This design comes from an exercise in tuning for small area, a short achievable clock period and few clock cycles per item on the open sky130 flow, not from production work.
At most, simulation tests tie the RTL to the original design; equivalence was not proved.
Power is estimated from default activity; no workload was simulated.

## alu
module alu #(
    parameter INST_W = 4,
    parameter INT_W  = 6,
    parameter FRAC_W = 10,
    parameter DATA_W = INT_W + FRAC_W
)(
    input                      i_clk,
    input                      i_rst_n,
    input                      i_in_valid,
    output                     o_busy,
    input         [INST_W-1:0] i_inst,
    input  signed [DATA_W-1:0] i_data_a,
    input  signed [DATA_W-1:0] i_data_b,
    output                     o_out_valid,
    output        [DATA_W-1:0] o_data
);
integer i;
reg        ready_q;    
reg        v1;
reg [15:0] a1, b1;
reg [15:0] asel1;      
reg [7:0]  enc_one, enc_two, enc_neg;
reg [1:0]  icode;      
reg [1:0]  kind1;      
reg        sub1, rot1;                       
reg        op_as1, op_xor1, op_sh1, op_clz1;  
wire sp_c1 = (i_data_a[15:11] == 5'b00000);             
wire sp_c5 = !i_data_a[15] && !sp_c1;                   
wire sp_c2 = (i_data_a[15:10] == 6'b111111);            
wire sp_c3 = (i_data_a[15:10] == 6'b111110);            
wire sp_c4 = (i_data_a[15:10] == 6'b111101);            
wire [15:0] sp_k = sp_c1 ? 16'd10922 :
                   sp_c2 ? 16'd5461  :
                   sp_c3 ? 16'd3641  :
  ...
Size: roughly 520 flip-flops, about 57 I/O pins, about 28000 sq um of cells after synthesis.
==> flow/config.mk <==
export PLATFORM = sky130hd
export DESIGN_NAME = alu
export DESIGN_NICKNAME = alu
export VERILOG_FILES = /design/flow/design.v
export SDC_FILE = /design/flow/constraint.sdc
export NUM_CORES = 4
export LEC_CHECK = 0
export CAP_MARGIN = 20
export CORE_MARGIN = 2
export CORE_UTILIZATION = 40
export SLEW_MARGIN = 20
export TNS_END_PERCENT = 10
export BUFFER_PORTS_ARGS = -buffer_cell sky130_fd_sc_hd__buf_2
export CTS_ARGS = -sink_clustering_enable -repair_clock_nets -dont_use_dummy_load -sink_clustering_size 22 -sink_clustering_max_diameter 120
export SETUP_SLACK_MARGIN = 6.3
==> flow/constraint.sdc <==
create_clock -name core_clock -period 10.0 [get_ports {i_clk}]
set_input_delay 2.0000 -clock core_clock [delete_from_list [all_inputs] [get_ports {i_clk}]]
set_output_delay 2.0000 -clock core_clock [all_outputs]
set_load 0.01 [all_outputs]
standard.sh (not shown) runs the stock make flow with config.mk's settings and CLKGATE_MAP_FILE= SYNTH_SCRIPT=/design/flow/synth_recipe.tcl, a recipe that flattens the netlist after the stock synthesis.
==> flow/flow/run.sh <==
#!/bin/bash
cd "$(dirname "$0")/.."
cat >> config.mk <<'EOC'
export TNS_END_PERCENT = 10
export BUFFER_PORTS_ARGS = -buffer_cell sky130_fd_sc_hd__buf_2
export CTS_ARGS = -sink_clustering_enable -repair_clock_nets -dont_use_dummy_load -sink_clustering_size 22 -sink_clustering_max_diameter 120
EOC
cp config.mk config_cts.mk
echo "export SETUP_SLACK_MARGIN = 7" >> config.mk
bash standard.sh cts > standard_cts.log 2>&1
cp config_cts.mk config.mk
echo "export SETUP_SLACK_MARGIN = 6.3" >> config.mk
bash standard.sh finish > standard.log 2>&1
Change:
--- a/flow/design.v
+++ b/flow/design.v
@@ -11,15 +11,15 @@
     input         [INST_W-1:0] i_inst,
     input  signed [DATA_W-1:0] i_data_a,
     input  signed [DATA_W-1:0] i_data_b,
     output                     o_out_valid,
     output        [DATA_W-1:0] o_data
 );
 integer i;
-reg        ready_q;    
+reg        busy_q;
 reg        v1;
 reg [15:0] a1, b1;
 reg [15:0] asel1;      
 reg [7:0]  enc_one, enc_two, enc_neg;
 reg [1:0]  icode;      
 reg [1:0]  kind1;      
 reg        sub1, rot1;                       
@@ -31,72 +31,70 @@
 wire sp_c4 = (i_data_a[15:10] == 6'b111101);            
 wire [15:0] sp_k = sp_c1 ? 16'd10922 :
                    sp_c2 ? 16'd5461  :
                    sp_c3 ? 16'd3641  :
                    sp_c4 ? 16'd1820  :
                    sp_c5 ? 16'd16384 : 16'd0;
 wire        in_sp = (i_inst == 4'd4);
-wire [16:0] bx_in = {i_data_b, 1'b0};
-wire [16:0] bx_sp = {sp_k, 1'b0};
-wire        take = i_in_valid && ready_q;
-assign o_busy = !ready_q;
+wire [15:0] op_b = in_sp ? sp_k : i_data_b;
+wire [16:0] op_bx = {op_b, 1'b0};
+wire        take = i_in_valid && !busy_q;
+assign o_busy = busy_q;
 always @(posedge i_clk or negedge i_rst_n) begin
     if (!i_rst_n) begin
-        ready_q <= 1'b0;
+        busy_q <= 1'b1;
         v1     <= 1'b0;
     end else begin
-        ready_q <= 1'b1;
+        busy_q <= 1'b0;
         v1     <= take;
     end
 end
 always @(posedge i_clk) begin
     a1    <= i_data_a;
-    b1    <= i_data_b;
+    b1    <= op_b;
     for (i = 0; i < 16; i = i + 1)
         asel1[i] <= take && (i_inst == 4'd3) && (i_data_a[3:0] == i);
     kind1   <= (i_inst == 4'd3) ? 2'd1 : (i_inst == 4'd2) ? 2'd2 : in_sp ? 2'd3 : 2'd0;
     sub1    <= (i_inst == 4'd1);
     rot1    <= (i_inst == 4'd7);
     op_as1  <= (i_inst == 4'd0) || (i_inst == 4'd1);
     op_xor1 <= (i_inst == 4'd5);
     op_sh1  <= (i_inst == 4'd6) || (i_inst == 4'd7);
     op_clz1 <= (i_inst == 4'd8);
     icode <= !in_sp ? 2'd0 : (sp_c1 || sp_c2) ? 2'd1 : sp_c3 ? 2'd2 : sp_c4 ? 2'd3 : 2'd0;
     for (i = 0; i < 8; i = i + 1) begin
-        enc_one[i] <= in_sp ? (bx_sp[2*i+1] ^ bx_sp[2*i]) : (bx_in[2*i+1] ^ bx_in[2*i]);
-        enc_two[i] <= in_sp ? ((bx_sp[2*i+2] & ~bx_sp[2*i+1] & ~bx_sp[2*i]) | (~bx_sp[2*i+2] & bx_sp[2*i+1] & bx_sp[2*i]))
-                            : ((bx_in[2*i+2] & ~bx_in[2*i+1] & ~bx_in[2*i]) | (~bx_in[2*i+2] & bx_in[2*i+1] & bx_in[2*i]));
-        enc_neg[i] <= in_sp ? bx_sp[2*i+2] : bx_in[2*i+2];
+        enc_one[i] <= op_bx[2*i+1] ^ op_bx[2*i];
+        enc_two[i] <= (op_bx[2*i+2] & ~op_bx[2*i+1] & ~op_bx[2*i]) | (~op_bx[2*i+2] & op_bx[2*i+1] & op_bx[2*i]);
+        enc_neg[i] <= op_bx[2*i+2];
     end
 end
 reg        v2;
 reg [1:0]  kind2;      
 reg [15:0] x2;         
 reg [23:0] m0, m1;     
 reg        mc;         
-reg [3:0]  idx2;       
-reg        acc2;       
-reg [9:0]  hi_pre2;    
+reg [15:0] asel2;
+reg [9:0]  hi_rd2;     
 reg        ac2;        
+reg [5:0]  bh2;        
 reg [9:0]  acc_lo [0:15];
 reg [9:0]  acc_hi [0:15];
 reg [15:0] accw;
 reg [9:0]  lo_cur, hi_arr;
 always @(*) begin
     lo_cur = 10'd0;
     hi_arr = 10'd0;
     for (i = 0; i < 16; i = i + 1) begin
         lo_cur = lo_cur | ({10{asel1[i] & accw[i]}} & acc_lo[i]);
         hi_arr = hi_arr | ({10{asel1[i] & accw[i]}} & acc_hi[i]);
     end
 end
-wire       hi_fwd = acc2 && asel1[idx2];
+wire       hi_fwd = |(asel1 & asel2);
 wire [9:0] hi_sum;
 wire [9:0] hi_cur = hi_fwd ? hi_sum : hi_arr;
-wire [9:0] hi_pre = hi_cur + {{4{b1[15]}}, b1[15:10]};
 wire [10:0] lo_sum = {1'b0, lo_cur} + {1'b0, b1[9:0]};
 always @(posedge i_clk) begin
     for (i = 0; i < 16; i = i + 1)
         if (asel1[i]) acc_lo[i] <= lo_sum[9:0];
 end
 always @(posedge i_clk or negedge i_rst_n) begin
     if (!i_rst_n) accw <= 16'd0;
@@ -558,25 +556,25 @@
 end
 always @(posedge i_clk) begin
     kind2 <= kind1;
     x2    <= is_acc ? {6'd0, lo_sum[9:0]} : simple;
     m0    <= mr0[31:8];
     m1    <= mr1[31:8];
     mc    <= mlow[8];
-    idx2  <= a1[3:0];
-    acc2  <= |asel1;
-    hi_pre2 <= hi_pre;
+    asel2 <= asel1;
+    hi_rd2 <= hi_cur;
     ac2   <= lo_sum[10];
+    bh2   <= b1[15:10];
 end
 reg        vo;
 reg [15:0] out_q;
-assign hi_sum = hi_pre2 + {9'd0, ac2};
+assign hi_sum = hi_rd2 + {{4{bh2[5]}}, bh2} + {9'd0, ac2};
 always @(posedge i_clk) begin
     for (i = 0; i < 16; i = i + 1)
-        if (acc2 && idx2 == i) acc_hi[i] <= hi_sum;
+        if (asel2[i]) acc_hi[i] <= hi_sum;
 end
 wire [23:0] t = m0 + m1 + {23'd0, mc};
 wire [15:0] mul_r = (t[23:17] == 7'h00 || t[23:17] == 7'h7f) ? t[17:2] :
                     t[23] ? 16'h8000 : 16'h7fff;
 wire [15:0] acc_r = (hi_sum[9:5] == 5'h00 || hi_sum[9:5] == 5'h1f) ? {hi_sum[5:0], x2[9:0]} :
                     hi_sum[9] ? 16'h8000 : 16'h7fff;
 always @(posedge i_clk or negedge i_rst_n) begin
=> The changed run finished with timing, DRC and antenna clean. Synthesized area is higher by 0.87%. Die area is higher by 0.85%. Final cell count is lower by 1.8%. First-iteration DRC count is lower by 22%. Synthesized cell count is lower by 1.4%. Wire length is lower by 1.7%. Critical path depth is lower by 5.
No run of this note included a check of the RTL's function; only the layout flow was run.

* * *

== middle ==
Another version of the RTL of alu (not shown whole).
Size in the first run: about 2400 cells after synthesis, ~530 flip-flops, ~57 I/O pins, ~28000 sq um of cells after synthesis.
export LEC_CHECK = 0
export CAP_MARGIN = 20
export CORE_MARGIN = 2
export CORE_UTILIZATION = 40
export SLEW_MARGIN = 20
export TNS_END_PERCENT = 10
export BUFFER_PORTS_ARGS = -buffer_cell sky130_fd_sc_hd__buf_2
export CTS_ARGS = -sink_clustering_enable -repair_clock_nets -dont_use_dummy_load -sink_clustering_size 22 -sink_clustering_max_diameter 120
export SETUP_SLACK_MARGIN = 6.2
create_clock -name core_clock -period 10.0 [get_ports {i_clk}]
==> flow/flow/run.sh <==
#!/bin/bash
cd "$(dirname "$0")/.."
cat >> config.mk <<'EOC'
export TNS_END_PERCENT = 10
export BUFFER_PORTS_ARGS = -buffer_cell sky130_fd_sc_hd__buf_2
export CTS_ARGS = -sink_clustering_enable -repair_clock_nets -dont_use_dummy_load -sink_clustering_size 22 -sink_clustering_max_diameter 120
EOC
cp config.mk config_cts.mk
echo "export SETUP_SLACK_MARGIN = 6.55" >> config.mk
bash standard.sh cts > standard_cts.log 2>&1
cp config_cts.mk config.mk
echo "export SETUP_SLACK_MARGIN = 6.2" >> config.mk
bash standard.sh finish > standard.log 2>&1
[inputs] west vs middle
-- flow/design.v --
<<< middle, line 16
);
integer i;
reg        ready_q;    
reg        v1;
reg [3:0]  inst1;
>>> west, line 16
);
integer i;
reg        busy_q;
reg        v1;
reg [3:0]  inst1;
<<< middle, line 34
                   sp_c5 ? 16'd16384 : 16'd0;
wire        in_sp = (i_inst == 4'd4);
wire [16:0] bx_in = {i_data_b, 1'b0};
wire [16:0] bx_sp = {sp_k, 1'b0};
wire        take = i_in_valid && ready_q;
assign o_busy = !ready_q;
always @(posedge i_clk or negedge i_rst_n) begin
    if (!i_rst_n) begin
        ready_q <= 1'b0;
        v1     <= 1'b0;
    end else begin
        ready_q <= 1'b1;
        v1     <= take;
    end
>>> west, line 34
                   sp_c5 ? 16'd16384 : 16'd0;
wire        in_sp = (i_inst == 4'd4);
wire [15:0] op_b = in_sp ? sp_k : i_data_b;
wire [16:0] op_bx = {op_b, 1'b0};
wire        take = i_in_valid && !busy_q;
assign o_busy = busy_q;
always @(posedge i_clk or negedge i_rst_n) begin
    if (!i_rst_n) begin
        busy_q <= 1'b1;
        v1     <= 1'b0;
    end else begin
        busy_q <= 1'b0;
        v1     <= take;
    end
<<< middle, line 50
    inst1 <= i_inst;
    a1    <= i_data_a;
    b1    <= i_data_b;
    for (i = 0; i < 16; i = i + 1)
        asel1[i] <= take && (i_inst == 4'd3) && (i_data_a[3:0] == i);
    icode <= !in_sp ? 2'd0 : (sp_c1 || sp_c2) ? 2'd1 : sp_c3 ? 2'd2 : sp_c4 ? 2'd3 : 2'd0;
    for (i = 0; i < 8; i = i + 1) begin
        enc_one[i] <= in_sp ? (bx_sp[2*i+1] ^ bx_sp[2*i]) : (bx_in[2*i+1] ^ bx_in[2*i]);
        enc_two[i] <= in_sp ? ((bx_sp[2*i+2] & ~bx_sp[2*i+1] & ~bx_sp[2*i]) | (~bx_sp[2*i+2] & bx_sp[2*i+1] & bx_sp[2*i]))
                            : ((bx_in[2*i+2] & ~bx_in[2*i+1] & ~bx_in[2*i]) | (~bx_in[2*i+2] & bx_in[2*i+1] & bx_in[2*i]));
        enc_neg[i] <= in_sp ? bx_sp[2*i+2] : bx_in[2*i+2];
    end
end
>>> west, line 50
    inst1 <= i_inst;
    a1    <= i_data_a;
    b1    <= op_b;
    for (i = 0; i < 16; i = i + 1)
        asel1[i] <= take && (i_inst == 4'd3) && (i_data_a[3:0] == i);
    icode <= !in_sp ? 2'd0 : (sp_c1 || sp_c2) ? 2'd1 : sp_c3 ? 2'd2 : sp_c4 ? 2'd3 : 2'd0;
    for (i = 0; i < 8; i = i + 1) begin
        enc_one[i] <= op_bx[2*i+1] ^ op_bx[2*i];
        enc_two[i] <= (op_bx[2*i+2] & ~op_bx[2*i+1] & ~op_bx[2*i]) | (~op_bx[2*i+2] & op_bx[2*i+1] & op_bx[2*i]);
        enc_neg[i] <= op_bx[2*i+2];
    end
end
==> summary.txt <==
Delta (west minus middle): share of the clock period used by the worst path moved down; worst supply voltage drop on vdd moved down. On met3 routing resource usage after global routing: between middle and west, it ends up lower for west. Going from middle to west, overall die height shrinks by about 0.5%. Looking at post-route worst setup slack, west sits 23 ps above middle. Minimum clock period after layout in west is 23 ps lower than in middle. Comparing middle and west, the lower synthesized area is on west. Diff middle and west: mux cell area share after synthesis higher in west. In west, first-pass iteration count of the detailed router is higher than in middle. When west is set beside middle, its switching power turns out to be 0.00012 W larger. Compared west against middle; post-detailed-routing wire length within noise. west vs middle: fill cell instance count of the final layout down.
Testbench counts of west, summed over its fixed seeds: cycles 3,224, items 3,200.
No functional check of the RTL was part of middle.

-- separate check: timing with driven ports --
Ports are ideal in the flow. The routed layouts listed here were re-timed in OpenROAD.
Step 1 (the two cells are an assumption about what drives the block):
set clk [get_ports {i_clk}]
set_driving_cell -lib_cell sky130_fd_sc_hd__clkbuf_16 $clk
set_driving_cell -lib_cell sky130_fd_sc_hd__buf_2 [delete_from_list [all_inputs] $clk]
Step 2 moves the port delays by t, midway between the first and last clock arrival at a register: inputs arrive t later, outputs are due t later. That takes back most of the time a late clock gives input paths.
Slacks: ideal / step 1 / step 2; pairs: ideal / step 1.
run	shift t [ns]	slack for setup (ns)	worst setup path at the end
the first run of note 1	0.647	6.396 / 6.396 / 6.232	input to register
the second run of note 1	0.654	6.560 / 6.560 / 6.016	input to register
middle	0.637	6.435 / 6.435 / 6.248	input to register
west	0.654	6.459 / 6.459 / 5.883	input to register
After both steps setup and hold are still met in every run listed. The setup slack of west, which loses most, moves by 0.000 ns with the drivers and by -0.576 ns with both steps.
